What follows belongs to an exercise in optimizing a design on an open flow for small area, a short achievable clock period and few clock cycles; a production flow would make more cautious choices. At most, simulation tests tie the RTL to the original design; equivalence was not proved. Function not checked in runs 6 and 7: the RTL went through the layout flow alone. No activity file was given, so power comes from the tool's default toggle rates.

==> flow/design.v (outline; a module is shown in full before it is edited, if it fits) <==
// module MulStep: 1955 lines
// module RegisterFile: 20 lines
// module CPU: 255 lines
module CPU(input  logic        clk_i, rst_i,
           output logic [63:0] imem_addr_o,
           input  logic [31:0] imem_data_i,
           output logic        dmem_we_o, dmem_re_o,
           output logic [2:0]  dmem_funct3_o,
           output logic [63:0] dmem_addr_o, dmem_wdata_o,
           input  logic [63:0] dmem_rdata_i,
           output logic        wb_we_o,
           output logic [4:0]  wb_rd_o,
           output logic [63:0] wb_data_o);
  // ...
==> flow/flow/run.sh <==
#!/bin/bash
# The standard synthesis, then the standard layout (standard.sh) with these changes:
#  - the delay cells (clkdlybuf4s*, dlygate*, dlymetal*) are kept out of the layout steps,
#    so the port buffers and the resizer's buffers are plain buffers;
#  - the resizer's timing repair (after CTS and after global routing) works to a setup
#    margin, so that paths end well inside the clock period (the SDC is the standard flow's, unchanged).
set -euo pipefail
PLATFORM_DONT_USE="sky130_fd_sc_hd__probe_p_8 sky130_fd_sc_hd__probec_p_8 sky130_fd_sc_hd__lpflow_bleeder_1 sky130_fd_sc_hd__lpflow_clkbufkapwr_1 sky130_fd_sc_hd__lpflow_clkbufkapwr_16 sky130_fd_sc_hd__lpflow_clkbufkapwr_2 sky130_fd_sc_hd__lpflow_clkbufkapwr_4 sky130_fd_sc_hd__lpflow_clkbufkapwr_8 sky130_fd_sc_hd__lpflow_clkinvkapwr_1 sky130_fd_sc_hd__lpflow_clkinvkapwr_16 sky130_fd_sc_hd__lpflow_clkinvkapwr_2 sky130_fd_sc_hd__lpflow_clkinvkapwr_4 sky130_fd_sc_hd__lpflow_clkinvkapwr_8 sky130_fd_sc_hd__lpflow_decapkapwr_12 sky130_fd_sc_hd__lpflow_decapkapwr_3 sky130_fd_sc_hd__lpflow_decapkapwr_4 sky130_fd_sc_hd__lpflow_decapkapwr_6 sky130_fd_sc_hd__lpflow_decapkapwr_8 sky130_fd_sc_hd__lpflow_inputiso0n_1 sky130_fd_sc_hd__lpflow_inputiso0p_1 sky130_fd_sc_hd__lpflow_inputiso1n_1 sky130_fd_sc_hd__lpflow_inputiso1p_1 sky130_fd_sc_hd__lpflow_inputisolatch_1 sky130_fd_sc_hd__lpflow_isobufsrc_1 sky130_fd_sc_hd__lpflow_isobufsrc_16 sky130_fd_sc_hd__lpflow_isobufsrc_2 sky130_fd_sc_hd__lpflow_isobufsrc_4 sky130_fd_sc_hd__lpflow_isobufsrc_8 sky130_fd_sc_hd__lpflow_isobufsrckapwr_16 sky130_fd_sc_hd__lpflow_lsbuf_lh_hl_isowell_tap_1 sky130_fd_sc_hd__lpflow_lsbuf_lh_hl_isowell_tap_2 sky130_fd_sc_hd__lpflow_lsbuf_lh_hl_isowell_tap_4 sky130_fd_sc_hd__lpflow_lsbuf_lh_isowell_4 sky130_fd_sc_hd__lpflow_lsbuf_lh_isowell_tap_1 sky130_fd_sc_hd__lpflow_lsbuf_lh_isowell_tap_2 sky130_fd_sc_hd__lpflow_lsbuf_lh_isowell_tap_4"
EXTRA_DONT_USE="sky130_fd_sc_hd__clkdlybuf4s* sky130_fd_sc_hd__dlygate* sky130_fd_sc_hd__dlymetal*"
MARGIN=$(cat flow/margin.txt)
bash standard.sh synth > synth.log 2>&1
bash standard.sh "DONT_USE_CELLS=$PLATFORM_DONT_USE $EXTRA_DONT_USE" "SETUP_SLACK_MARGIN=$MARGIN" finish > layout.log 2>&1
==> flow/flow/margin.txt <==
11
==> flow/standard.sh <==
#!/bin/bash
# synth_recipe.tcl (not shown) runs the flow's synth.tcl, then flattens the netlist and writes it again
# the make line also repeats each setting of config.mk as NAME=value (left out here)
make -C /OpenROAD-flow-scripts/flow DESIGN_CONFIG=/design/flow/config.mk WORK_HOME=/design/flow/orfs CLKGATE_MAP_FILE= SYNTH_SCRIPT=/design/flow/synth_recipe.tcl "${@:-finish}"
==> flow/config.mk <==
export PLATFORM = sky130hd
export DESIGN_NAME = CPU
export DESIGN_NICKNAME = CPU
export VERILOG_FILES = /design/flow/design.v
export SDC_FILE = /design/flow/constraint.sdc
export NUM_CORES = 8
export LEC_CHECK = 0
export CAP_MARGIN = 40
export CORE_MARGIN = 2
export CORE_UTILIZATION = 40
export CTS_CLUSTER_DIAMETER = 80
export CTS_CLUSTER_SIZE = 20
export SLEW_MARGIN = 60
==> flow/constraint.sdc <==
create_clock -name core_clock -period 16.0 [get_ports {clk_i}]
set_input_delay 3.2000 -clock core_clock [delete_from_list [all_inputs] [get_ports {clk_i}]]
set_output_delay 3.2000 -clock core_clock [all_outputs]
set_load 0.01 [all_outputs]
==> results.yml, run 1 <==
logic_synthesis:
  yosys_warnings: 3
  synth-seq-cells: 3003
timing:
  slew_headroom_pct: 51.9
  finalCritPeriodShare_pct: 32.2
  fin_ws_ns: 10.84
  tightest_slew_ns: 0.722
  finalHoldViolations: 0
setup_path:
  crit_slowest_cell: "fa_1"
  cp_num_buf_inv: 2
  path_class: "register to register"
  path_cells: "fa_1 -> ha_1 -> and3_1 -> nand3_1 -> buf_2 -> o31ai_4 -> buf_6 -> a21oi_1 -> o21bai_1 -> a21oi_1 -> o21bai_1 -> a21oi_1 -> xnor2_1 -> mux2i_2 -> o21ai_1"
cells_and_area:
  nNonClkBuffers: 1071
  multi_input_cells: 8711
  area.sequential_um2: 82200
  inverters_excl_clock: 605
  instances_no_fill: 18915
  most-common-layout-cells: "edfxtp_1 (2,163), a22oi_1 (1,239), nand2_1 (1,173)"
detailed_routing:
  drt-initial-drc-count: 29136
  drc_errors: 0
  wl_met2_um: 309000
  post_drt_via_cell_ratio: 7.16
  highest_layer: "met5"
clocking:
  cts_hold_buf: 0
  cts_root_buffer: "clkbuf_16"
pwr:
  power_leader: "registers"
  finalPower_mw: 18.9
place:
  gp_congestion: 1.07
  place.detailed.hpwl_um: 516000
outcome:
  status: "no timing/DRC/antenna violations"
floorplanning:
  die-area_um2: 396000
  die_height_um: 629
global_route:
  globalRouteMet3Util_pct: 15.3
Testbench counts, summed over its fixed seeds: cycles 47,033.
==> run 2, diff against run 1 <==
--- a/flow/config.mk
+++ b/flow/config.mk
@@ -11,3 +11,3 @@
 export CTS_CLUSTER_DIAMETER = 80
-export CTS_CLUSTER_SIZE = 20
-export SLEW_MARGIN = 60
+export CTS_CLUSTER_SIZE = 24
+export SLEW_MARGIN = 50
==> results.yml, run 2 <==
timing:
  setup-violations-final: 0
  finalHoldViolations: 0
  tightest_slew_ns: 0.906
  fin_tns_setup_ns: 0
  slew_viol_final: 0
  finalCritPeriodShare_pct: 32.2
  fin_ws_ns: 10.84
  fmax_mhz: 194
  finalClockSkew_ns: 0.113
  grt_setup_unrepaired: "true"
  post-route-min-period_ns: 5.16
  slew_headroom_pct: 39.6
detailed_routing:
  num_vias: 134556
  firstDrtPassIters: 13
  final_antenna_net_count: 0
  post_drt_via_cell_ratio: 7.17
  drt-initial-drc-count: 29353
  routed_wirelength_um: 778000
  wl_per_cell_um: 41.5
  drc_errors: 0
logic_synthesis:
  synth_area_leaders: "edfxtp_1 (42%), dfxtp_1 (11%), fa_1 (7.5%)"
  synth_cell_types: 99
  yosysMostFrequentCell: "edfxtp_1"
  synth_edf_count: 2163
  synth-seq-cells: 3003
  synth_area_um2: 156000
  avgSynthCellArea_um2: 11.7
  yosys_warnings: 3
  yosys.area.top_type: "edfxtp_1"
  synth_ff_type: "edfxtp_1"
  synthCells: 13421
  seq_area_frac_synth_pct: 52.3
  ys_async_sr_fraction_pct: 0
  yosys.area.top_type_share_pct: 41.5
  synthTopCellsByCount: "edfxtp_1 (2,163), a22oi_1 (1,239), nand2_1 (1,177)"
setup_path:
  crit_path_max_incr_delay_ns: 0.69
  crit_slowest_cell: "buf_6"
  path_cells: "buf_4 -> buf_6 -> buf_2 -> a22oi_1 -> nand3_1 -> nor3_1 -> buf_1 -> nand2_1 -> o21ai_0 -> o21ai_1 -> nand2_1 -> nand2_1 -> ha_1 -> nand2_1 -> o21ai_0"
  cp-start-kind: "register"
  r2r-start: "d_rs2oh[24]"
  arrival_ns: 5.92
  crit_required_ns: 16.76
  cpMostUsedCell: "nand2_1"
  setup.worst_path.end_class: "register"
  cp_max_fo: 31
  path_delay_family: "buffers and inverters"
  cp_num_buf_inv: 4
  cp-startpoint: "d_rs2oh[24]"
  path_class: "register to register"
floorplanning:
  ios: 365
  die-area_um2: 396000
  placeableCoreArea_um2: 389000
  initial_core_util_pct: 40.2
  rows: 229
  die_height_um: 629
  die_w_um: 629
hold_path:
  hold_path_startpoint: "e_f3[0]"
  hp-class: "register to register"
pwr:
  finalPower_mw: 18.7
  power_density_nw_per_um2: 109
  power.leakage_nw: 61.1
  peakVddDrop_mv: 0.0927
place:
  place_inst: 18428
  dp_worst_setup_slack_ns: 9.03
  place.detailed.hpwl_um: 502000
  io_buffer_count: 362
  gp_congestion: 1.07
global_route:
  grt_pass1_vias: 126817
  grt_usage_pct: 37.8
  antenna_found_initial: 58
  grt_pass1_wl_um: 1050000
  grt_max_degree: 124
  grt-ovfl-total: 0
cells_and_area:
  regMostFlops: "rf.regs"
  nNetsFinal: 14467
  utilization_pct: 44.2
  largest_reg_flops: 1984
  most-common-layout-cells: "edfxtp_1 (2,163), a22oi_1 (1,237), nand2_1 (1,173)"
  instances_no_fill: 18769
  syn2layout_area_growth_pct: 10.1
  drive_gt1_share_pct: 8.52
  layout_commonest_cell: "edfxtp_1"
clocking:
  cts_buffers: 169
  cts_tree: "done"
  clk_pin_slew_ns: 0.10
  cts_max_level: 4
  cts_root_buffer: "clkbuf_16"
  cts_sinks: 3003
  clk_path_buf_depth: 4
  cts_hold_buf: 0
  clock_latency_ns: 1.03
outcome:
  status: "no timing/DRC/antenna violations"
run:
  cap_violations: 0
-- run 2: cell counts after synthesis --
No cell type changed its count.
-- run 2: layout make-up --
cell class	count	area, µm²
Fill cell	36445	217000
Clock buffer	212	4520
Inverter	605	2280
Sequential cell	3003	82100
Multi-Input combinational cell	8711	69400
Antenna cell	33	82.6
Clock inverter	61	911
Timing Repair Buffer	947	6420
Tap cell	5197	6500
-- run 2: path summary, 6_finish.rpt --
kind	end	slack [ns]	cells past startpoint
worst min register to register	m_f3[0]	0.35	0
worst max-delay path	e_one[7]	10.84	15
worst max register to register	e_one[7]	10.84	15
worst min-delay path	m_f3[0]	0.35	0
-- run 2: routing by layer --
layer | part of all wire (%) | vias to the layer above | GRT usage, %
met5 | 0.044 | - | 0.0725
met4 | 9.6 | 40 | 28.3
met3 | 16 | 3414 | 14.7
met2 | 40 | 13292 | 52.1
met1 | 35 | 66584 | 47.8
li1 | - | 51226 | -
-- run 2: worst reg2reg max path, stage by stage, from the launching register on --
cell and delay, ns:
edfxtp_1 0.37, buf_4 0.58, buf_6 0.71, buf_2 0.72, a22oi_1 0.24, nand3_1 0.13
nor3_1 0.06, buf_1 0.36, nand2_1 0.17, o21ai_0 0.10, o21ai_1 0.42, nand2_1 0.15
nand2_1 0.12, ha_1 0.14, nand2_1 0.04, o21ai_0 0.61
-- run 2: cells by family (layout without fill, tap and decap cells) --
logic type                 count (synthesis)  count (layout)  synth area share (%)
AOI/OAI and AO/OA                       4079            4079                  19.7
xor gates and xnor gates                 842             842                  4.72
adders and majority gates                932             932                  10.3
buffers and inverters                   1708            1825                  4.12
DFF                                     3003            3003                  52.3
muxes                                     80              80                 0.523
other                                      1              35               0.00240
and+or+nand+nor                         2776            2776                  8.36
-- run 2: power breakdown --
part	switching, mW	leakage (nW)	internal, mW
Clock	2.91	2.62	2.19
Combinational	2.33	31.7	0.744
Sequential	1.15	26.7	9.39
Total	6.39	61.1	12.3
-- run 2: stage by stage --
step	hold WS [ns]	instance area, µm²
floorplan	0.310	157000
global placement	0.317	163000
detailed placement	0.314	166000
CTS	0.342	171000
global route	0.350	172000
finish	0.345	172000
-- run 2: repair_timing --
item / CTS / global route
buffers inserted: 3 / 10
resized for setup: 57 / 50
cloned: 0 / 1
setup endpoints to repair: 159 / 104
pin swaps: 2 / 10
endpoints found under the hold margin: 0 / 0
==> run 3, diff against run 2 <==
==> flow/flow/margin.txt (replaced) <==
11.2
--- a/flow/config.mk
+++ b/flow/config.mk
@@ -12,2 +12,2 @@
 export CTS_CLUSTER_SIZE = 24
-export SLEW_MARGIN = 50
+export SLEW_MARGIN = 60
==> results.yml, run 3 <==
outcome:
  status: "no timing/DRC/antenna violations"
cells_and_area:
  syn2layout_area_growth_pct: 12.5
  nNetsFinal: 14677
  multi_input_area_um2: 69900
  regMostFlops: "rf.regs"
  most-common-layout-cells: "edfxtp_1 (2,163), a22oi_1 (1,239), nand2_1 (1,169)"
  drive_gt1_share_pct: 11.3
  area.sequential_um2: 82200
  layout_commonest_cell: "edfxtp_1"
  largest_reg_flops: 1984
  fillers: 36013
floorplanning:
  rows: 229
  die-area_um2: 396000
  placeableCoreArea_um2: 389000
  ios: 365
  die_height_um: 629
  initial_core_util_pct: 40.2
  die_w_um: 629
place:
  io_buffer_count: 362
  gp_congestion: 1.05
  place.detailed.hpwl_um: 521000
  dp_worst_setup_slack_ns: 9.56
setup_path:
  path_class: "input port to register"
  cp_num_buf_inv: 7
  path_cells: "buf_12 -> and3_4 -> ha_4 -> inv_2 -> fa_2 -> nor2b_4 -> o21ai_2 -> a21oi_2 -> o21ai_2 -> a21oi_2 -> a311oi_2 -> xnor2_1 -> buf_1 -> buf_1 -> buf_1 -> buf_1 -> buf_1 -> nor2_1 -> a21oi_1"
  path_delay_family: "compound AO/OA/AOI/OAI gates"
  cp-start-kind: "input port"
  crit_slowest_cell: "fa_2"
  crit_path_max_incr_delay_ns: 0.36
  arrival_ns: 5.71
  cpMostUsedCell: "buf_1"
  setup.worst_path.end_class: "register"
  crit_required_ns: 16.83
  cp_max_fo: 3
timing:
  setup-violations-final: 0
  finalCritPeriodShare_pct: 30.5
  slew_viol_final: 0
  grt_setup_unrepaired: "true"
  finalClockSkew_ns: 0.114
  fin_ws_ns: 11.12
  fin_tns_setup_ns: 0
  slew_headroom_pct: 51.0
  post-route-min-period_ns: 4.88
  finalHoldViolations: 0
  fmax_mhz: 205
  tightest_slew_ns: 0.735
  hold_ws_ns: 0.334
logic_synthesis:
  yosys.area.top_type_share_pct: 41.5
  synth_area_leaders: "edfxtp_1 (42%), dfxtp_1 (11%), fa_1 (7.5%)"
  synth_area_um2: 156000
  yosysMostFrequentCell: "edfxtp_1"
  ys_async_sr_fraction_pct: 0
  synth_ff_type: "edfxtp_1"
  synth_cell_types: 99
  yosys.area.top_type: "edfxtp_1"
  synthTopCellsByCount: "edfxtp_1 (2,163), a22oi_1 (1,239), nand2_1 (1,177)"
  synth-seq-cells: 3003
  synth_edf_count: 2163
  yosys_warnings: 3
  seq_area_frac_synth_pct: 52.3
  synthCells: 13421
  avgSynthCellArea_um2: 11.7
detailed_routing:
  firstDrtPassIters: 11
  post_drt_via_cell_ratio: 7.14
  drt-initial-drc-count: 29001
  num_vias: 135591
  wl_per_cell_um: 41.3
  routed_wirelength_um: 784000
  drc_errors: 0
  final_antenna_net_count: 0
clocking:
  clock_latency_ns: 1.03
  cts_root_buffer: "clkbuf_16"
  cts_buffers: 171
  clk_path_buf_depth: 4
  clk_pin_slew_ns: 0.09
  cts_tree: "done"
  cts_hold_buf: 0
  cts_max_level: 4
  cts_sinks: 3003
global_route:
  grt_max_degree: 99
  grt_usage_pct: 38.1
  grt_pass1_wl_um: 1050000
  grt_pass1_vias: 128004
  grt-ovfl-total: 0
  antenna_found_initial: 63
pwr:
  power_density_nw_per_um2: 107
  power.leakage_nw: 63.0
  peakVddDrop_mv: 0.0939
run:
  cap_violations: 0
hold_path:
  hp-class: "register to register"
==> run 3: cell counts after synthesis <==
Identical to the previous run, type by type.
==> run 3: kinds of logic (layout without fill, tap and decap cells) <==
logic type	Yosys count	count (layout)	share of synthesized area (%)
flip-flops	3003	3003	52.3
AND/OR/NAND/NOR	2776	2777	8.36
other	1	45	0.00240
adder cells (fa/ha/maj)	932	932	10.3
XOR/XNOR	842	842	4.72
buffers and inverters	1708	2027	4.12
AO/OA/AOI/OAI	4079	4079	19.7
multiplexers	80	80	0.523
==> run 3: final cells by class <==
cell class	instances	area share, %
flip-flops and latches	3003	46.7
multi-input cells	8712	39.7
repair buffers	1154	5.42
well taps	5197	3.69
clock buffers	208	2.56
inverters	605	1.31
clock inverters	60	0.525
diodes	43	0.0611
==> run 3: routing by layer <==
layer	global-route usage (%)	vias to the layer above	part of all wire, %
li1	-	51602	-
met1	48.0	66888	34
met2	52.9	13541	40
met3	14.5	3530	16
met4	28.0	30	9.5
met5	0.302	-	0.034
==> run 3: power by group <==
part / internal (mW) / switching, mW / total [mW]
logic: 0.810 / 2.36 / 3.17
registers: 9.40 / 1.12 / 10.5
clock network: 2.20 / 2.91 / 5.11
==> run 3: worst paths after layout <==
kind	start	to	slack, ns	cells past startpoint
setup / recovery	imem_data_i[1]	d_alt_lo[12]	11.12	19
hold / removal	e_f3[0]	m_f3[0]	0.33	0
setup reg to reg	d_rs2oh[31]	e_one[7]	11.12	16
hold reg to reg	e_f3[0]	m_f3[0]	0.33	0
==> run 3: metrics by stage <==
stage / area [µm²] / power, mW / instances / util (%)
after floorplan: 157000 / 11.3 / 13422 / -
after global placement: 163000 / 13.4 / 18346 / 42.0
after detailed placement: 169000 / 13.5 / 18584 / 43.3
after CTS: 175000 / 18.4 / 18880 / 44.9
after global routing: 176000 / 19.0 / 18942 / 45.2
final: 176000 / 18.8 / 18982 / 45.2
==> run 3: what timing repair did <==
action | 4_1_cts | 5_1_grt
endpoints found under the setup margin | 197 | 110
pin swaps | 15 | 33
gates resized for setup | 172 | 98
cloned | 0 | 2
buffers inserted | 28 | 33
==> run 4, diff against run 3 <==
--- a/flow/config.mk
+++ b/flow/config.mk
@@ -7,3 +7,3 @@
 export LEC_CHECK = 0
-export CAP_MARGIN = 40
+export CAP_MARGIN = 20
 export CORE_MARGIN = 2
==> results.yml, run 4 <==
floorplanning:
  rows: 229
  die-area_um2: 396000
  die_w_um: 629
  die_height_um: 629
  placeableCoreArea_um2: 389000
  ios: 365
  initial_core_util_pct: 40.2
setup_path:
  crit_required_ns: 16.85
  r2r_end: "w_data[63]"
  r2r-start: "m_m2[11]"
  crit_slowest_cell: "ha_1"
  path_cells: "buf_12 -> buf_6 -> and3_1 -> ha_1 -> or2_2 -> a21oi_1 -> a21oi_2 -> a311oi_2 -> xnor2_1 -> mux2_4 -> o22ai_2 -> nor2_1 -> mux2_4"
  cp-startpoint: "imem_data_i[0]"
  r2r_cells: 15
  cp_max_fo: 4
  path_class: "input port to register"
  cpMostUsedCell: "mux2_4"
  path_delay_family: "compound AO/OA/AOI/OAI gates"
  arrival_ns: 5.76
  crit_path_max_incr_delay_ns: 0.36
  rrSetupSlack_ns: 11.14
  cp-start-kind: "input port"
  cp_num_buf_inv: 2
  setup.worst_path.end_class: "register"
hold_path:
  hold_path_startpoint: "e_f3[0]"
  hp-class: "register to register"
  hold_depth: 0
  min_to: "m_f3[0]"
global_route:
  use_met2_pct: 52.9
  grt_usage_pct: 38.0
  grt_pass1_wl_um: 1050000
  gr-usage-met1_pct: 48.0
  grt-ovfl-total: 0
  busiest_layer: "met2"
  grt_pass1_vias: 127129
  globalRouteMet3Util_pct: 14.7
  antenna_found_initial: 63
  grt_max_degree: 99
pwr:
  finalPower_mw: 18.7
  netSwitchingPower_mw: 6.36
  pwr-share-seq_pct: 56.5
  power_density_nw_per_um2: 106
  power.leakage_nw: 62.8
  combPwrFrac_pct: 16.9
  p_int_mw: 12.3
  sw_frac_of_total_pct: 34.1
  clockPowerShare_pct: 26.6
  peakVddDrop_mv: 0.0801
clocking:
  cts_buffers: 168
  cts_root_buffer: "clkbuf_16"
  clock_latency_ns: 1.03
  cts_sinks: 3003
  cts_hold_buf: 0
  cts_max_level: 4
  clk_pin_slew_ns: 0.10
  cts_tree: "done"
  clk_path_buf_depth: 4
logic_synthesis:
  synth_area_um2: 156000
  synth-seq-cells: 3003
  yosysMostFrequentCell: "edfxtp_1"
  avgSynthCellArea_um2: 11.7
  synth_area_leaders: "edfxtp_1 (42%), dfxtp_1 (11%), fa_1 (7.5%)"
  yosys.area.top_type_share_pct: 41.5
  synth_edf_count: 2163
  seq_area_frac_synth_pct: 52.3
  synthTopCellsByCount: "edfxtp_1 (2,163), a22oi_1 (1,239), nand2_1 (1,177)"
  synth_ff_type: "edfxtp_1"
  yosys_warnings: 3
  ys_async_sr_fraction_pct: 0
  synth_cell_types: 99
  synthCells: 13421
  yosys.area.top_type: "edfxtp_1"
detailed_routing:
  final_antenna_net_count: 0
  wl_per_cell_um: 41.3
  drt-initial-drc-count: 30016
  firstDrtPassIters: 14
  post_drt_via_cell_ratio: 7.18
  drc_errors: 0
  routed_wirelength_um: 784000
  num_vias: 136390
timing:
  fmax_mhz: 203
  finalHoldViolations: 0
  fin_ws_ns: 11.09
  slew_viol_final: 0
  slew_headroom_pct: 51.2
  fin_tns_setup_ns: 0
  hold_ws_ns: 0.345
  finalCritPeriodShare_pct: 30.7
  finalClockSkew_ns: 0.118
  tightest_slew_ns: 0.724
  setup-violations-final: 0
  post-route-min-period_ns: 4.91
  grt_setup_unrepaired: "true"
cells_and_area:
  drive_gt1_share_pct: 11.2
  layout_commonest_cell: "edfxtp_1"
  most-common-layout-cells: "edfxtp_1 (2,163), a22oi_1 (1,238), nand2_1 (1,170)"
  regMostFlops: "rf.regs"
  nNetsFinal: 14675
  syn2layout_area_growth_pct: 12.4
  utilization_pct: 45.2
  largest_reg_flops: 1984
place:
  io_buffer_count: 362
  place.detailed.hpwl_um: 521000
  gp_congestion: 1.05
  dp_worst_setup_slack_ns: 9.54
run:
  cap_violations: 0
outcome:
  status: "no timing/DRC/antenna violations"
## run 4: cell type report
type                            instances  area (µm²)
Antenna cell                           61         153
Timing Repair Buffer                 1155        9490
Tap cell                             5197        6500
Inverter                              605        2300
Sequential cell                      3003       82200
Clock inverter                         56         767
Multi-Input combinational cell       8712       69900
Fill cell                           35931      213000
Clock buffer                          205        4430
## run 4: cells by family (layout without fill, tap and decap cells)
logic type / Yosys count / after routing / share of synthesized area, %
AOI/OAI and AO/OA: 4079 / 4079 / 19.7
xor gates and xnor gates: 842 / 842 / 4.72
adders and majority gates: 932 / 932 / 10.3
buffers and inverters: 1708 / 2021 / 4.12
DFF: 3003 / 3003 / 52.3
muxes: 80 / 80 / 0.523
other: 1 / 63 / 0.00240
and+or+nand+nor: 2776 / 2777 / 8.36
## run 4: per-stage QoR
step,std cells,instance area (µm²)
6_report,18994,176000
5_1_grt,18935,176000
4_1_cts,18871,174000
3_5_place_dp,18584,169000
3_3_place_gp,18346,163000
2_1_floorplan,13422,157000
## run 4: how the worst max path moves through the flow
stage	end	slack, ns	depth (start not counted)
final	pc_lo[12]	11.09	13
after global routing	d_alt_lo[12]	10.95	19
after CTS	dmem_addr_o[3]	11.09	1
after detailed placement	pc_lo[12]	9.54	13
after global placement	pc_lo[12]	8.52	12
after floorplan	pc_lo[12]	10.39	15
## run 4: routing by layer
metal,up-vias,wire length (µm)
li1,51639,-
met2,14193,310000
met5,-,489
met4,40,73500
met3,3551,130000
met1,66967,270000
## run 4: power by group through the flow
stage / clock [mW] / sequential (mW) / combinational [mW]
3_5_place_dp: 0 / 10.6 / 2.94
6_report: 4.96 / 10.5 / 3.16
4_1_cts: 4.93 / 10.4 / 2.96
3_3_place_gp: 0 / 10.6 / 2.81
2_1_floorplan: 0 / 10.2 / 1.18
5_1_grt: 5.18 / 10.4 / 3.24
## run 4: timing repair
item / 4_1_cts / 5_1_grt
pin swaps: 16 / 37
resized for setup: 177 / 91
buffers inserted: 26 / 41
cloned: 0 / 5
setup endpoints to repair: 197 / 109
==> run 5, diff against run 4 <==
==> flow/flow/margin.txt (replaced) <==
11.25
--- a/flow/config.mk
+++ b/flow/config.mk
@@ -7,3 +7,3 @@
 export LEC_CHECK = 0
-export CAP_MARGIN = 20
+export CAP_MARGIN = 40
 export CORE_MARGIN = 2
@@ -12,2 +12,2 @@
 export CTS_CLUSTER_SIZE = 24
-export SLEW_MARGIN = 60
+export SLEW_MARGIN = 55
==> results.yml, run 5 <==
logic_synthesis:
  synth_area_leaders: "edfxtp_1 (42%), dfxtp_1 (11%), fa_1 (7.5%)"
  yosysMostFrequentCell: "edfxtp_1"
  synth-seq-cells: 3003
  yosys_warnings: 3
  ys_async_sr_fraction_pct: 0
  synth_edf_count: 2163
  avgSynthCellArea_um2: 11.7
  yosys.area.top_type_share_pct: 41.5
  synth_ff_type: "edfxtp_1"
  synthTopCellsByCount: "edfxtp_1 (2,163), a22oi_1 (1,239), nand2_1 (1,177)"
  synth_area_um2: 156000
  seq_area_frac_synth_pct: 52.3
  synthCells: 13421
  synth_cell_types: 99
  yosys.area.top_type: "edfxtp_1"
clocking:
  clk_path_buf_depth: 4
  cts_sinks: 3003
  cts_tree: "done"
  cts_max_level: 4
  cts_hold_buf: 0
  clk_pin_slew_ns: 0.10
  cts_buffers: 167
  cts_root_buffer: "clkbuf_16"
  clock_latency_ns: 1.01
global_route:
  grt-ovfl-total: 0
  antenna_found_initial: 57
  grt_max_degree: 99
  grt_pass1_wl_um: 1050000
  grt_usage_pct: 38.0
  grt_pass1_vias: 127158
timing:
  grt_setup_unrepaired: "true"
  finalHoldViolations: 0
  setup-violations-final: 0
  slew_headroom_pct: 42.8
  post-route-min-period_ns: 4.95
  tightest_slew_ns: 0.858
  fmax_mhz: 202
  finalClockSkew_ns: 0.105
  fin_tns_setup_ns: 0
  finalCritPeriodShare_pct: 30.9
  hold_ws_ns: 0.340
  slew_viol_final: 0
place:
  gp_congestion: 1.05
  place.detailed.hpwl_um: 514000
  io_buffer_count: 362
  place_inst: 18515
setup_path:
  cp-start-kind: "register"
  cp_max_fo: 4
  path_class: "register to register"
  rrSetupSlack_ns: 11.05
  setup.worst_path.end_class: "register"
  r2r-start: "m_m2[11]"
  r2r_cells: 13
  crit_required_ns: 16.92
  arrival_ns: 5.86
  r2r_end: "w_out[15]"
cells_and_area:
  layout_commonest_cell: "edfxtp_1"
  syn2layout_area_growth_pct: 11.6
  nNetsFinal: 14617
  largest_reg_flops: 1984
  drive_gt1_share_pct: 10.8
  regMostFlops: "rf.regs"
  instances_no_fill: 18909
  most-common-layout-cells: "edfxtp_1 (2,163), a22oi_1 (1,237), nand2_1 (1,171)"
pwr:
  sw_frac_of_total_pct: 34.0
  power.leakage_nw: 62.4
  power_density_nw_per_um2: 107
  netSwitchingPower_mw: 6.32
  combPwrFrac_pct: 16.9
  clockPowerShare_pct: 26.6
  pwr-share-seq_pct: 56.5
  peakVddDrop_mv: 0.0932
  p_int_mw: 12.3
detailed_routing:
  drt-initial-drc-count: 29295
  num_vias: 135743
  wl_per_cell_um: 41.5
  routed_wirelength_um: 785000
  drc_errors: 0
  final_antenna_net_count: 0
  firstDrtPassIters: 14
  post_drt_via_cell_ratio: 7.18
hold_path:
  hold_path_startpoint: "e_f3[2]"
  min_to: "m_f3[2]"
  hp-class: "register to register"
  hold_depth: 0
outcome:
  status: "no timing/DRC/antenna violations"
floorplanning:
  rows: 229
  placeableCoreArea_um2: 389000
  die_w_um: 629
  die-area_um2: 396000
  ios: 365
  die_height_um: 629
  initial_core_util_pct: 40.2
run:
  cap_violations: 0
==> run 5: cell counts after synthesis <==
No cell type changed its count.
==> run 5: what timing repair did <==
action,in CTS,in global routing
gates cloned,1,3
endpoints found under the hold margin,0,0
endpoints found under the setup margin,303,141
pin swaps,19,45
setup buffers,40,42
resized for setup,279,133
==> run 5: per-stage QoR <==
stage | power [mW] | utilization, % | instance area (µm²) | worst slack, ns
after detailed placement | 13.5 | 43.0 | 167000 | 9.37
after CTS | 18.2 | 44.5 | 173000 | 11.10
after global placement | 13.4 | 42.0 | 163000 | 8.52
after global routing | 18.8 | 44.8 | 174000 | 10.94
after floorplan | 11.3 | - | 157000 | 10.39
final | 18.6 | 44.9 | 175000 | 11.05
==> run 5: cell type report <==
| cell class | count | area [µm²] |
|---|---|---|
| Fill cell | 36211 | 215000 |
| Clock inverter | 53 | 742 |
| Sequential cell | 3003 | 82200 |
| Tap cell | 5197 | 6500 |
| Timing Repair Buffer | 1099 | 8560 |
| Antenna cell | 40 | 100 |
| Inverter | 605 | 2290 |
| Multi-Input combinational cell | 8711 | 69700 |
| Clock buffer | 201 | 4420 |
==> run 5: power by group through the flow <==
stage / Combinational, mW / Clock, mW / Sequential, mW
6_report: 3.14 / 4.95 / 10.5
5_1_grt: 3.22 / 5.16 / 10.4
4_1_cts: 2.94 / 4.91 / 10.4
3_5_place_dp: 2.92 / 0 / 10.6
3_3_place_gp: 2.81 / 0 / 10.6
2_1_floorplan: 1.18 / 0 / 10.2
==> run 5: per-layer routing <==
layer  vias up  track usage [%]  part of all wire (%)
met5         -            0.326                 0.068
met4        56             26.8                   9.3
met3      3573             15.3                    17
met2     13683             52.9                    40
met1     66958             47.8                    34
li1      51473                -                     -
==> run 5: kinds of logic (layout without fill, tap and decap cells) <==
family	count (synthesis)	in the layout	share of synthesized area, %
AO/OA/AOI/OAI	4079	4079	19.7
XOR/XNOR	842	842	4.72
adder cells (fa/ha/maj)	932	932	10.3
buffers and inverters	1708	1958	4.12
flip-flops	3003	3003	52.3
multiplexers	80	80	0.523
other	1	42	0.00240
AND/OR/NAND/NOR	2776	2776	8.36
==> run 5: critical path, cell delays in order, from the launching register on <==
cell and delay, ns:
dfxtp_1 0.35, fa_2 0.65, ha_1 0.47, and3_1 0.27, nand3_1 0.16, buf_2 0.30, o31ai_4 0.63, a21oi_1 0.25
o21bai_1 0.20, a21oi_1 0.14, xnor2_2 0.51, mux2i_1 0.44, o21ai_2 0.38, and2_1 0.17
==> run 5: worst max-delay path by stage <==
stage,cells past startpoint,endpoint,from
floorplan,15,pc_lo[12],imem_data_i[1]
global route,19,d_alt_lo[12],imem_data_i[0]
global placement,12,pc_lo[12],imem_data_i[19]
detailed placement,13,pc_lo[12],imem_data_i[24]
CTS,1,dmem_addr_o[3],m_addr[3]
finish,13,w_out[15],m_m2[11]
==> module CPU, before the edit <==
module CPU(input  logic        clk_i, rst_i,
           output logic [63:0] imem_addr_o,
           input  logic [31:0] imem_data_i,
           output logic        dmem_we_o, dmem_re_o,
           output logic [2:0]  dmem_funct3_o,
           output logic [63:0] dmem_addr_o, dmem_wdata_o,
           input  logic [63:0] dmem_rdata_i,
           output logic        wb_we_o,
           output logic [4:0]  wb_rd_o,
           output logic [63:0] wb_data_o);
    logic [13:2]  pc_lo;
    logic [63:14] pc_hi;
    logic [1:0]   pc_adj;         
    logic         d_v;
    logic [31:0]  d_ins;
    logic [31:1]  d_rs1oh, d_rs2oh;
    logic         d_pred;
    logic [13:2]  d_alt_lo;
    logic [1:0]   d_alt_adj;
    logic         e_v;
    logic [63:0]  e_a, e_sd;
    logic [11:0]  e_imm;
    logic         e_fa_m, e_fa_w, e_fa_r, e_fs_m, e_fs_w, e_fs_r, e_fb_m, e_fb_w, e_fb_r, e_fb_i;
    logic         e_sub, e_and, e_or, e_mul;
    logic         e_ld, e_st, e_br, e_wr;
    logic [4:0]   e_rd;
    logic [2:0]   e_f3;
    logic         e_beq, e_bne, e_blt, e_bge;
    logic         e_pred;
    logic [13:2]  e_alt_lo;
    logic [1:0]   e_alt_adj;
    logic [31:0]  e_one, e_two, e_neg;   
    logic         e_p2;                  
    logic         m_wr, m_ld, m_mul, m_we, m_re;
    logic [4:0]   m_rd;
    logic [2:0]   m_f3;
    logic [63:0]  m_res, m_sd;
    logic [63:0]  m_addr;         
    logic         w_wr;
    logic [4:0]   w_rd;
    logic [31:1]  w_oh;
    logic [63:0]  w_data;
    logic [63:0]  w_out;          
    logic [31:0] ins;
    assign ins = imem_data_i;
    assign imem_addr_o = {pc_hi, pc_lo, 2'b00};
    logic        f_immok, f_isbr, f_same, f_pred, f_busy, f_hold;
    logic [13:2] f_off;           
    logic [14:2] f_seq, f_tgt;    
    logic [1:0]  f_seq_adj, f_tgt_adj;
    logic [31:1] f_rs1oh, f_rs2oh;
    assign f_busy  = pc_adj != 2'b00;
    assign f_hold  = (d_v && d_ins[6:2] == 5'b11000) || (e_v && e_br);
    assign f_immok = ins[1:0] == 2'b11;
    assign f_isbr  = ins[6:2] == 5'b11000;
    assign f_off   = f_immok ? {ins[31], ins[7], ins[30:25], ins[11:8]} : 12'b0;
    assign f_same  = ins[19:15] == ins[24:20];
    always_comb begin
        if (f_same)
            f_pred = (ins[14:12] == 3'b000) || (ins[14:12] == 3'b101) || (ins[14:12] == 3'b111);
        else
            f_pred = (f_off[13] || ins[14:12] == 3'b001 || ins[14:12] == 3'b101 || ins[14:12] == 3'b111)
                     && ins[14:13] != 2'b01;
        f_pred = f_pred && f_isbr && !(f_off == 12'd1);
    end
    assign f_seq     = {1'b0, pc_lo} + 13'd1;
    assign f_seq_adj = {1'b0, f_seq[14]};
    assign f_tgt     = {1'b0, pc_lo} + {1'b0, f_off};
    assign f_tgt_adj = f_off[13] ? {~f_tgt[14], 1'b0} : {1'b0, f_tgt[14]};
    always_comb begin
        for (int i = 1; i < 32; i++) begin
            f_rs1oh[i] = ins[19:15] == i[4:0];
            f_rs2oh[i] = ins[24:20] == i[4:0];
        end
    end
    logic [4:0]  d_op, d_rs1, d_rs2, d_rd;
    logic [2:0]  d_f3;
    logic [6:0]  d_f7;
    logic        d_immok, d_r, d_i, d_ld, d_st, d_br, d_alu, d_mul, d_wr, d_use1, d_use2, d_useimm;
    logic [11:0] d_imm;
    logic [63:0] d_rf1, d_rf2, d_v1, d_v2, d_op2;
    logic [31:0] d_one, d_two, d_neg;
    logic        d_byp1, d_byp2;
    logic        stall, hold, stall_f;
    assign d_op    = d_ins[6:2];
    assign d_rs1   = d_ins[19:15];
    assign d_rs2   = d_ins[24:20];
    assign d_rd    = d_ins[11:7];
    assign d_f3    = d_ins[14:12];
    assign d_f7    = d_ins[31:25];
    assign d_immok = d_ins[1:0] == 2'b11;
    assign d_r     = d_op == 5'b01100;
    assign d_i     = d_op == 5'b00100;
    assign d_ld    = d_op == 5'b00000;
    assign d_st    = d_op == 5'b01000;
    assign d_br    = d_op == 5'b11000 && !(d_immok && {d_ins[31], d_ins[7], d_ins[30:25], d_ins[11:8]} == 12'd1);
    assign d_alu   = d_r | d_i;
    assign d_mul   = d_alu && d_f7 == 7'b0000001 && d_f3 == 3'b000;
    assign d_wr    = (d_alu | d_ld) && d_rd != 5'd0;
    assign d_use1  = d_alu | d_ld | d_st | d_br;
    assign d_use2  = d_r | d_st | d_br;
    assign d_useimm = d_i | d_ld | d_st;
    assign d_imm   = !d_immok ? 12'd0 : d_st ? {d_ins[31:25], d_ins[11:7]} : d_ins[31:20];
    RegisterFile rf(.clk_i, .we_i(w_oh), .wd_i(w_data),
                    .rs1_i(d_rs1oh), .rs2_i(d_rs2oh), .rd1_o(d_rf1), .rd2_o(d_rf2));
    assign d_byp1 = |(w_oh & d_rs1oh);
    assign d_byp2 = |(w_oh & d_rs2oh);
    logic d_mbyp1, d_mbyp2;
    assign d_mbyp1 = m_wr && !m_ld && !m_mul && m_rd == d_rs1;
    assign d_mbyp2 = m_wr && !m_ld && !m_mul && m_rd == d_rs2;
    assign d_v1 = d_mbyp1 ? m_res : d_byp1 ? w_data : d_rf1;
    assign d_v2 = d_mbyp2 ? m_res : d_byp2 ? w_data : d_rf2;
    assign d_op2 = d_useimm ? {{52{d_imm[11]}}, d_imm} : d_v2;
    always_comb begin
        for (int k = 0; k < 32; k++) begin
            logic b2, b1, b0;
            b2 = d_op2[2*k+1];
            b1 = d_op2[2*k];
            b0 = (k == 0) ? 1'b0 : d_op2[2*k-1];
            d_one[(k % 2) * 16 + k / 2] = b1 ^ b0;
            d_two[(k % 2) * 16 + k / 2] = (b2 & ~b1 & ~b0) | (~b2 & b1 & b0);
            d_neg[(k % 2) * 16 + k / 2] = b2 & ~(b1 & b0);
        end
    end
    assign stall = d_v && (
                   (e_v && e_wr && (e_ld || e_mul) &&
                    ((d_use1 && d_rs1 == e_rd) || (d_use2 && d_rs2 == e_rd))) ||
                   (d_mul && e_v && e_wr &&
                    ((d_use1 && d_rs1 == e_rd) || (d_use2 && d_rs2 == e_rd))) ||
                   (d_mul && m_wr && (m_ld || m_mul) &&
                    ((d_use1 && d_rs1 == m_rd) || (d_use2 && d_rs2 == m_rd))));
    logic d_fa_m, d_fa_w, d_fs_m, d_fs_w;
    assign d_fa_m = e_v && e_wr && e_rd == d_rs1;
    assign d_fa_w = !d_fa_m && m_wr && m_rd == d_rs1;
    assign d_fs_m = e_v && e_wr && e_rd == d_rs2;
    assign d_fs_w = !d_fs_m && m_wr && m_rd == d_rs2;
    assign hold    = e_v && e_mul && !e_p2;
    assign stall_f = stall || hold;
    logic [63:0] x_a, x_b, x_s, x_sum, x_res, x_op2;
    logic        x_eq, x_ltu, x_taken, x_redir;
    assign x_a = ({64{e_fa_m}} & m_res) | ({64{e_fa_w}} & w_data) | ({64{e_fa_r}} & e_a);
    assign x_s = ({64{e_fs_m}} & m_res) | ({64{e_fs_w}} & w_data) | ({64{e_fs_r}} & e_sd);
    assign x_b = ({64{e_fb_m}} & m_res) | ({64{e_fb_w}} & w_data) | ({64{e_fb_r}} & e_sd) |
                 ({64{e_fb_i}} & {{52{e_imm[11]}}, e_imm});
    assign x_op2 = e_sub ? ~x_b : x_b;
    assign x_sum = x_a + x_op2 + {63'd0, e_sub};
    always_comb begin
        x_res = x_sum;
        if (e_and) x_res = x_a & x_b;
        if (e_or)  x_res = x_a | x_b;
    end
    assign x_eq  = x_a == x_s;
    assign x_ltu = x_a < x_s;
    assign x_taken = (e_beq & x_eq) | (e_bne & ~x_eq) | (e_blt & x_ltu) | (e_bge & ~x_ltu);
    assign x_redir = e_v && e_br && (x_taken != e_pred);
    logic [63:0] x_m0, x_m1, x_m2, m_m0, m_m1, m_m2;
    MulStep mul_step(.a(e_a & {64{e_mul}}), .one(e_one[15:0]), .two(e_two[15:0]), .neg(e_neg[15:0]),
                     .acc0(m_m0 & {64{e_p2}}), .acc1(m_m1 & {64{e_p2}}), .acc2(m_m2 & {64{e_p2}}),
                     .r0(x_m0), .r1(x_m1), .r2(x_m2));
    logic [63:0] m_prod;
    assign m_prod = m_m0 + m_m1 + m_m2;
    assign dmem_we_o     = m_we;
    assign dmem_re_o     = m_re;
    assign dmem_funct3_o = m_f3;
    assign dmem_addr_o   = m_addr;
    assign dmem_wdata_o  = m_sd;
    assign wb_we_o   = w_wr;
    assign wb_rd_o   = w_rd;
    assign wb_data_o = w_out;
    always_ff @(posedge clk_i) begin
        if (rst_i) begin
            pc_lo  <= 12'd0;
            pc_hi  <= 50'd0;
            pc_adj <= 2'b00;
        end else if (x_redir) begin
            pc_lo  <= e_alt_lo;
            pc_adj <= e_alt_adj;
        end else if (f_busy) begin
            if (!f_hold) begin
                pc_hi  <= pc_adj[0] ? pc_hi + 50'd1 : pc_hi - 50'd1;
                pc_adj <= 2'b00;
            end
        end else if (!stall_f) begin
            pc_lo  <= f_pred ? f_tgt[13:2] : f_seq[13:2];
            pc_adj <= f_pred ? f_tgt_adj : f_seq_adj;
        end
        if (rst_i || x_redir)
            d_v <= 1'b0;
        else if (!stall_f)
            d_v <= !f_busy;
        if (!stall_f) begin
            d_ins     <= ins;
            d_rs1oh   <= f_rs1oh;
            d_rs2oh   <= f_rs2oh;
            d_pred    <= f_pred;
            d_alt_lo  <= f_pred ? f_seq[13:2] : f_tgt[13:2];
            d_alt_adj <= f_pred ? f_seq_adj : f_tgt_adj;
        end
        e_v    <= !rst_i && (hold || (!x_redir && d_v && !stall));
        e_p2   <= hold;
        e_a    <= hold ? {e_a[61:0], 2'b00} : d_v1;
        e_sd   <= d_v2;
        e_imm  <= d_imm;
        e_fa_m <= d_fa_m;
        e_fa_w <= d_fa_w;
        e_fa_r <= !d_fa_m && !d_fa_w;
        e_fs_m <= d_fs_m;
        e_fs_w <= d_fs_w;
        e_fs_r <= !d_fs_m && !d_fs_w;
        e_fb_m <= !d_useimm && d_fs_m;
        e_fb_w <= !d_useimm && d_fs_w;
        e_fb_r <= !d_useimm && !d_fs_m && !d_fs_w;
        e_fb_i <= d_useimm;
        e_sub  <= d_alu && d_f7 == 7'b0100000 && d_f3 == 3'b000;
        e_and  <= d_alu && d_f7 == 7'b0000000 && d_f3 == 3'b111;
        e_or   <= d_alu && d_f7 == 7'b0000000 && d_f3 == 3'b110;
        e_mul  <= hold || d_mul;
        e_one  <= hold ? {16'd0, e_one[31:16]} : d_mul ? d_one : 32'd0;
        e_two  <= hold ? {16'd0, e_two[31:16]} : d_mul ? d_two : 32'd0;
        e_neg  <= hold ? {16'd0, e_neg[31:16]} : d_mul ? d_neg : 32'd0;
        e_ld   <= !hold && d_ld;
        e_st   <= !hold && d_st;
        e_br   <= !hold && d_br;
        e_wr   <= hold ? e_wr : d_wr;
        e_rd   <= hold ? e_rd : d_rd;
        e_f3   <= d_f3;
        e_beq  <= d_f3 == 3'b000;
        e_bne  <= d_f3 == 3'b001;
        e_blt  <= d_f3 == 3'b100 || d_f3 == 3'b110;
        e_bge  <= d_f3 == 3'b101 || d_f3 == 3'b111;
        e_pred <= d_pred;
        e_alt_lo  <= d_alt_lo;
        e_alt_adj <= d_alt_adj;
        m_wr  <= e_v && e_wr && !hold;
        m_we  <= e_v && e_st;
        m_re  <= e_v && e_ld;
        m_ld  <= e_ld;
        m_mul <= e_mul;
        m_rd  <= e_rd;
        m_f3  <= e_f3;
        m_res <= x_res;
        if (e_ld || e_st)
            m_addr <= x_sum;
        m_sd  <= x_s;
        m_m0  <= x_m0;
        m_m1  <= x_m1;
        m_m2  <= x_m2;
        w_wr   <= !rst_i && m_wr;
        w_rd   <= m_rd;
        for (int i = 1; i < 32; i++)
            w_oh[i] <= !rst_i && m_wr && m_rd == i[4:0];
        w_data <= m_ld ? dmem_rdata_i : m_mul ? m_prod : m_res;
        w_out  <= (m_ld ? dmem_rdata_i : m_mul ? m_prod : m_res) & {64{m_wr}};
    end
endmodule
==> run 6, diff against run 5 <==
--- a/flow/design.v
+++ b/flow/design.v
@@ -2137,3 +2137,6 @@
     logic [63:0] m_prod;
-    assign m_prod = m_m0 + m_m1 + m_m2;
+    logic [63:0] m_cs_s, m_cs_c;
+    assign m_cs_s = m_m0 ^ m_m1 ^ m_m2;
+    assign m_cs_c = {(m_m0[62:0] & m_m1[62:0]) | (m_m0[62:0] & m_m2[62:0]) | (m_m1[62:0] & m_m2[62:0]), 1'b0};
+    assign m_prod = m_cs_s + m_cs_c;
     assign dmem_we_o     = m_we;
==> flow/flow/margin.txt (replaced) <==
11
--- a/flow/config.mk
+++ b/flow/config.mk
@@ -9,5 +9,5 @@
 export CORE_MARGIN = 2
-export CORE_UTILIZATION = 40
+export CORE_UTILIZATION = 55
 export CTS_CLUSTER_DIAMETER = 80
 export CTS_CLUSTER_SIZE = 24
-export SLEW_MARGIN = 55
+export SLEW_MARGIN = 60
==> results.yml, run 6 <==
hold_path:
  min_to: "e_alt_adj[0]"
  hp-class: "register to register"
  hold_depth: 0
  hold_path_startpoint: "d_alt_adj[0]"
clocking:
  cts_tree: "done"
  clk_pin_slew_ns: 0.09
  cts_sinks: 3003
  cts_max_level: 4
  clock_latency_ns: 0.99
  cts_hold_buf: 0
  clk_path_buf_depth: 4
  cts_root_buffer: "clkbuf_16"
  cts_buffers: 171
cells_and_area:
  instances_no_fill: 17499
  most-common-layout-cells: "edfxtp_1 (2,163), a22oi_1 (1,247), nand2_1 (1,136)"
  largest_reg_flops: 1984
  regMostFlops: "rf.regs"
  drive_gt1_share_pct: 10.6
  layout_commonest_cell: "edfxtp_1"
  nNetsFinal: 14623
  fillers: 22469
  syn2layout_area_growth_pct: 11.1
setup_path:
  r2r_cells: 15
  arrival_ns: 5.88
  r2r-start: "d_rs2oh[21]"
  r2r_end: "e_one[24]"
  cp-startpoint: "d_rs2oh[21]"
  setup.worst_path.end_class: "register"
  rrSetupSlack_ns: 10.95
  cp-start-kind: "register"
  path_class: "register to register"
  crit_required_ns: 16.83
  cp_max_fo: 14
floorplanning:
  initial_core_util_pct: 55.4
  ios: 365
  die-area_um2: 289000
  placeableCoreArea_um2: 283000
  die_height_um: 537
  die_w_um: 537
  rows: 195
pwr:
  p_int_mw: 12.4
  power_density_nw_per_um2: 108
  clockPowerShare_pct: 26.8
  sw_frac_of_total_pct: 34.0
  netSwitchingPower_mw: 6.40
  peakVddDrop_mv: 0.126
  pwr-share-seq_pct: 55.9
  combPwrFrac_pct: 17.2
  power.leakage_nw: 63.2
logic_synthesis:
  synthTopCellsByCount: "edfxtp_1 (2,163), a22oi_1 (1,249), nand2_1 (1,142)"
  avgSynthCellArea_um2: 11.7
  synth_area_leaders: "edfxtp_1 (42%), dfxtp_1 (11%), fa_1 (7.5%)"
  synth_ff_type: "edfxtp_1"
  yosys.area.top_type: "edfxtp_1"
  synth_edf_count: 2163
  synthCells: 13411
  seq_area_frac_synth_pct: 52.3
  yosysMostFrequentCell: "edfxtp_1"
  yosys.area.top_type_share_pct: 41.5
  yosys_warnings: 3
  ys_async_sr_fraction_pct: 0
  synth_area_um2: 156000
  synth-seq-cells: 3003
  synth_cell_types: 84
outcome:
  status: "no timing/DRC/antenna violations"
run:
  cap_violations: 0
global_route:
  grt-ovfl-total: 0
  grt_pass1_vias: 129718
  antenna_found_initial: 73
  grt_pass1_wl_um: 1050000
  grt_usage_pct: 52.5
  grt_max_degree: 105
timing:
  slew_headroom_pct: 48.5
  setup-violations-final: 0
  grt_setup_unrepaired: "false"
  tightest_slew_ns: 0.772
  fin_ws_ns: 10.95
  fmax_mhz: 198
  finalClockSkew_ns: 0.0960
  finalCritPeriodShare_pct: 31.5
  finalHoldViolations: 0
  slew_viol_final: 0
  fin_tns_setup_ns: 0
  post-route-min-period_ns: 5.05
detailed_routing:
  drc_errors: 0
  wl_per_cell_um: 44.5
  final_antenna_net_count: 0
  drt-initial-drc-count: 32664
  num_vias: 139430
  routed_wirelength_um: 779000
  post_drt_via_cell_ratio: 7.97
  firstDrtPassIters: 17
place:
  io_buffer_count: 362
  dp_worst_setup_slack_ns: 9.13
  place_inst: 17111
  place.detailed.hpwl_um: 516000
  gp_congestion: 1.09
==> run 6: changes by cell type after synthesis, sizes merged, moves of 18 or more <==
cell,before,now
clkbuf,791,860
xnor2,461,443
buf,312,255
nand2,1178,1142
o21ai,376,399
a21o,128,195
==> run 6: worst max-delay path: stages (launching register included) <==
cell	delay [ns]
edfxtp_1	0.56
buf_4	0.26
buf_4	0.29
buf_4	0.41
buf_4	0.35
a22o_1	0.25
a221oi_1	0.30
nand4_1	0.16
nor3_2	0.60
nand2_1	0.12
o211ai_1	0.31
nand2_1	0.36
a21oi_1	0.34
inv_1	0.08
ha_1	0.27
and3_1	0.14
==> run 6: per-layer routing <==
layer,vias up,track usage (%),part of all wire (%)
met3,4191,26.3,20
li1,51565,-,-
met2,16321,68.0,38
met5,-,0.855,0.11
met4,57,35.8,9.2
met1,67296,67.9,34
==> run 6: logic make-up after synthesis <==
kind of cell / after synthesis / synth area share [%]
adders and majority gates: 932 / 10.3
muxes: 82 / 0.534
AOI/OAI and AO/OA: 4148 / 20.0
and+or+nand+nor: 2704 / 8.12
DFF: 3003 / 52.3
buffers and inverters: 1707 / 4.11
other: 1 / 0.00240
xor gates and xnor gates: 834 / 4.67
==> run 6: how the worst max path moves through the flow <==
stage / end / slack, ns
4_1_cts: pc_lo[9] / 10.95
2_1_floorplan: d_alt_adj[0] / 10.40
6_report: e_one[24] / 10.95
3_5_place_dp: pc_lo[9] / 9.13
5_1_grt: d_alt_adj[0] / 10.97
3_3_place_gp: pc_lo[9] / 8.71
==> run 6: cell type report <==
cell class	count	area (µm²)	area share, %
clock inverters	71	910	0.524
flip-flops and latches	3003	82200	47.3
diodes	64	160	0.0922
well taps	3743	4680	2.70
multi-input cells	8702	70200	40.4
inverters	592	2260	1.30
repair buffers	1122	8790	5.06
clock buffers	201	4520	2.60
repair inverters	1	8.76	0.00504
==> run 6: what timing repair did <==
| action | CTS | global route |
|---|---|---|
| gates cloned | 0 | 1 |
| setup endpoints to repair | 54 | 65 |
| buffers inserted | 2 | 15 |
| pin swaps | 3 | 20 |
| gates resized for setup | 26 | 59 |
==> run 6: stage by stage <==
stage	area, µm²	power, mW	utilization [%]	hold slack [ns]
after floorplan	157000	11.4	-	0.310
after global placement	162000	13.3	57.2	0.316
after detailed placement	167000	13.5	59.0	0.317
after CTS	172000	18.3	60.9	0.344
after global routing	174000	19.0	61.4	0.353
final	174000	18.8	61.5	0.342
==> run 6: power groups by stage <==
stage	Combinational [mW]	Sequential [mW]	Clock (mW)
floorplan	1.21	10.2	0
global placement	2.78	10.5	0
detailed placement	2.96	10.5	0
CTS	2.97	10.4	5.00
global route	3.31	10.4	5.26
finish	3.25	10.5	5.05
==> run 7, diff against run 6 <==
==> flow/flow/margin.txt (replaced) <==
11.3
--- a/flow/config.mk
+++ b/flow/config.mk
@@ -9,3 +9,3 @@
 export CORE_MARGIN = 2
-export CORE_UTILIZATION = 55
+export CORE_UTILIZATION = 40
 export CTS_CLUSTER_DIAMETER = 80
==> results.yml, run 7 <==
timing:
  fin_tns_setup_ns: 0
  tightest_slew_ns: 0.713
  finalClockSkew_ns: 0.118
  finalCritPeriodShare_pct: 30.4
  slew_viol_final: 0
  setup-violations-final: 0
  post-route-min-period_ns: 4.86
  slew_headroom_pct: 52.5
  finalHoldViolations: 0
  grt_setup_unrepaired: "true"
  fmax_mhz: 206
setup_path:
  crit_path_max_incr_delay_ns: 0.50
  path_cells: "clkbuf_2"
  cp_num_buf_inv: 1
  cp.depth: 1
  cp-start-kind: "register"
  path_delay_family: "flip-flops"
  setup.worst_path.end_class: "primary output"
  r2r_cells: 13
  r2r-start: "m_m2[10]"
  rrSetupSlack_ns: 11.16
  path_class: "register to primary output"
  cp_max_fo: 1
  arrival_ns: 1.66
  crit_required_ns: 12.80
  crit_slowest_cell: "edfxtp_1"
  r2r_end: "w_out[51]"
logic_synthesis:
  synth_ff_type: "edfxtp_1"
  yosys.area.top_type_share_pct: 41.5
  synth_area_leaders: "edfxtp_1 (42%), dfxtp_1 (11%), fa_1 (7.5%)"
  synth-seq-cells: 3003
  seq_area_frac_synth_pct: 52.3
  yosys.area.top_type: "edfxtp_1"
  synth_cell_types: 84
  yosysMostFrequentCell: "edfxtp_1"
  synth_edf_count: 2163
  synth-simple-area-share_pct: 8.12
  yosys_warnings: 3
  muxShareOfSynthArea_pct: 0.534
  synthCells: 13411
  synth_area_um2: 156000
  avgSynthCellArea_um2: 11.7
  synthAdderAreaFrac_pct: 10.3
  synth_top_family_by_area: "compound AO/OA/AOI/OAI gates"
  ys_async_sr_fraction_pct: 0
  synthTopCellsByCount: "edfxtp_1 (2,163), a22oi_1 (1,249), nand2_1 (1,142)"
  yosys.area_share.xor_xnor_pct: 4.67
  synth-compound-area-share_pct: 20.0
detailed_routing:
  num_vias: 137090
  wl_per_cell_um: 41.5
  firstDrtPassIters: 12
  final_antenna_net_count: 0
  routed_wirelength_um: 790000
  post_drt_via_cell_ratio: 7.21
  drc_errors: 0
  drt-initial-drc-count: 29833
floorplanning:
  rows: 229
  initial_core_util_pct: 40.2
  placeableCoreArea_um2: 389000
  die-area_um2: 396000
  die_w_um: 629
  ios: 365
  die_height_um: 629
cells_and_area:
  regMostFlops: "rf.regs"
  nNetsFinal: 14705
  fillers: 35959
  most-common-layout-cells: "edfxtp_1 (2,163), a22oi_1 (1,245), nand2_1 (1,134)"
  multi_input_area_um2: 70100
  utilization_pct: 45.5
  syn2layout_area_growth_pct: 13.3
  largest_reg_flops: 1984
  area.sequential_um2: 82400
  layout_commonest_cell: "edfxtp_1"
  fin_area_um2: 177000
  drive_gt1_share_pct: 12.6
hold_path:
  hp-class: "register to register"
  hold_path_startpoint: "d_alt_lo[9]"
  hold_depth: 0
  min_to: "e_alt_lo[9]"
pwr:
  power_density_nw_per_um2: 106
  power.leakage_nw: 64.1
  peakVddDrop_mv: 0.108
clocking:
  clk_pin_slew_ns: 0.10
  cts_root_buffer: "clkbuf_16"
  cts_hold_buf: 0
  cts_buffers: 172
  clock_latency_ns: 1.02
  clk_path_buf_depth: 4
  cts_sinks: 3003
  cts_tree: "done"
  cts_max_level: 4
place:
  gp_congestion: 1.04
  place.detailed.hpwl_um: 514000
  dpl_cell_area_um2: 168000
  io_buffer_count: 362
run:
  cap_violations: 0
global_route:
  grt_max_degree: 103
  grt-ovfl-total: 0
  grt_pass1_vias: 128731
  antenna_found_initial: 52
  grt_usage_pct: 38.3
  grt_pass1_wl_um: 1060000
outcome:
  status: "no timing/DRC/antenna violations"
==> run 7: layout make-up <==
type / instances / area share (%)
Antenna cell: 51 / 0.0720
Clock buffer: 211 / 2.60
Clock inverter: 56 / 0.410
Inverter: 592 / 1.28
Multi-Input combinational cell: 8706 / 39.6
Sequential cell: 3003 / 46.5
Tap cell: 5197 / 3.67
Timing Repair Buffer: 1198 / 5.93
Timing Repair inverter: 2 / 0.00989
==> run 7: repair_timing <==
| item | CTS | global route |
|---|---|---|
| gates cloned | 11 | 4 |
| setup endpoints to repair | 413 | 229 |
| pin swaps | 15 | 45 |
| gates resized for setup | 540 | 177 |
| setup buffers | 85 | 43 |
==> run 7: how the worst max path moves through the flow <==
stage	startpoint	endpoint	slack, ns
floorplan	imem_data_i[0]	d_alt_adj[0]	10.40
global placement	e_mul	m_m1[62]	8.90
detailed placement	imem_data_i[21]	pc_lo[9]	9.55
CTS	m_addr[2]	dmem_addr_o[2]	11.09
global route	m_addr[2]	dmem_addr_o[2]	11.10
finish	m_addr[2]	dmem_addr_o[2]	11.14
==> run 7: cell families after synthesis <==
group,Yosys count
adder cells (fa/ha/maj),932
other,1
AO/OA/AOI/OAI,4148
multiplexers,82
AND/OR/NAND/NOR,2704
buffers and inverters,1707
XOR/XNOR,834
flip-flops,3003
==> run 7: where the power goes <==
part | internal (mW) | leakage (nW) | switching [mW] | total [mW]
clock | 2.13 | 2.58 | 2.94 | 5.07
combinational | 0.855 | 34.7 | 2.36 | 3.22
sequential | 9.40 | 26.8 | 1.16 | 10.6
==> run 7: per-stage QoR <==
stage / cells / total power [mW] / hold slack (ns) / setup slack, ns
floorplan: 13412 / 11.4 / 0.310 / 10.40
CTS: 18890 / 18.4 / 0.340 / 11.09
global placement: 18323 / 13.4 / 0.315 / 8.90
detailed placement: 18527 / 13.5 / 0.314 / 9.55
global route: 18972 / 19.1 / 0.339 / 11.10
finish: 19016 / 18.8 / 0.335 / 11.14
==> run 7: per-layer routing <==
layer / routed length (µm) / global-route usage, % / part of all wire (%)
met2: 311000 / 52.7 / 39
met4: 74000 / 27.6 / 9.4
met5: 363 / 0.954 / 0.046
met3: 137000 / 16.5 / 17
met1: 268000 / 47.7 / 34

## static timing again, ports no longer ideal
The results above use ideal ports. As a check the final layouts listed here were re-extracted and re-timed, cells and wires unchanged.
Step 1 (the two cells are an assumption about what drives the block):
set clk [get_ports {clk_i}]
set_driving_cell -lib_cell sky130_fd_sc_hd__clkbuf_16 $clk
set_driving_cell -lib_cell sky130_fd_sc_hd__buf_2 [delete_from_list [all_inputs] $clk]
Step 2 moves the port delays by t, midway between the first and last clock arrival at a register: inputs arrive t later, outputs are due t later. That takes back most of the time a late clock gives input paths.
Slacks: ideal ports / drivers / drivers and shift; pairs: ideal ports / drivers.
| run | shift t [ns] | slack for setup (ns) | hold WS [ns] | worst setup path after step 2 | cell pins on the clock port's net |
|---|---|---|---|---|---|
| run 1 | 1.083 | 10.841 / 10.841 / 10.113 | 0.343 / 0.343 / 0.343 | input to register | 1 |
| run 2 | 1.089 | 10.843 / 10.843 / 10.012 | 0.345 / 0.345 / 0.345 | input to register | 1 |
| run 3 | 1.091 | 11.120 / 10.998 / 10.093 | 0.334 / 0.334 / 0.334 | input to register | 1 |
| run 4 | 1.094 | 11.085 / 11.019 / 10.067 | 0.345 / 0.345 / 0.345 | input to register | 1 |
| run 5 | 1.075 | 11.053 / 11.009 / 10.081 | 0.340 / 0.340 / 0.340 | input to register | 1 |
| run 6 | 1.051 | 10.954 / 10.926 / 10.094 | 0.342 / 0.342 / 0.342 | input to register | 1 |
| run 7 | 1.091 | 11.140 / 11.015 / 10.217 | 0.335 / 0.335 / 0.335 | input to register | 1 |
After both steps every run listed still meets setup and hold. For run 3, which loses most, drivers alone change the setup slack by -0.122 ns; drivers and shift together by -1.027 ns.
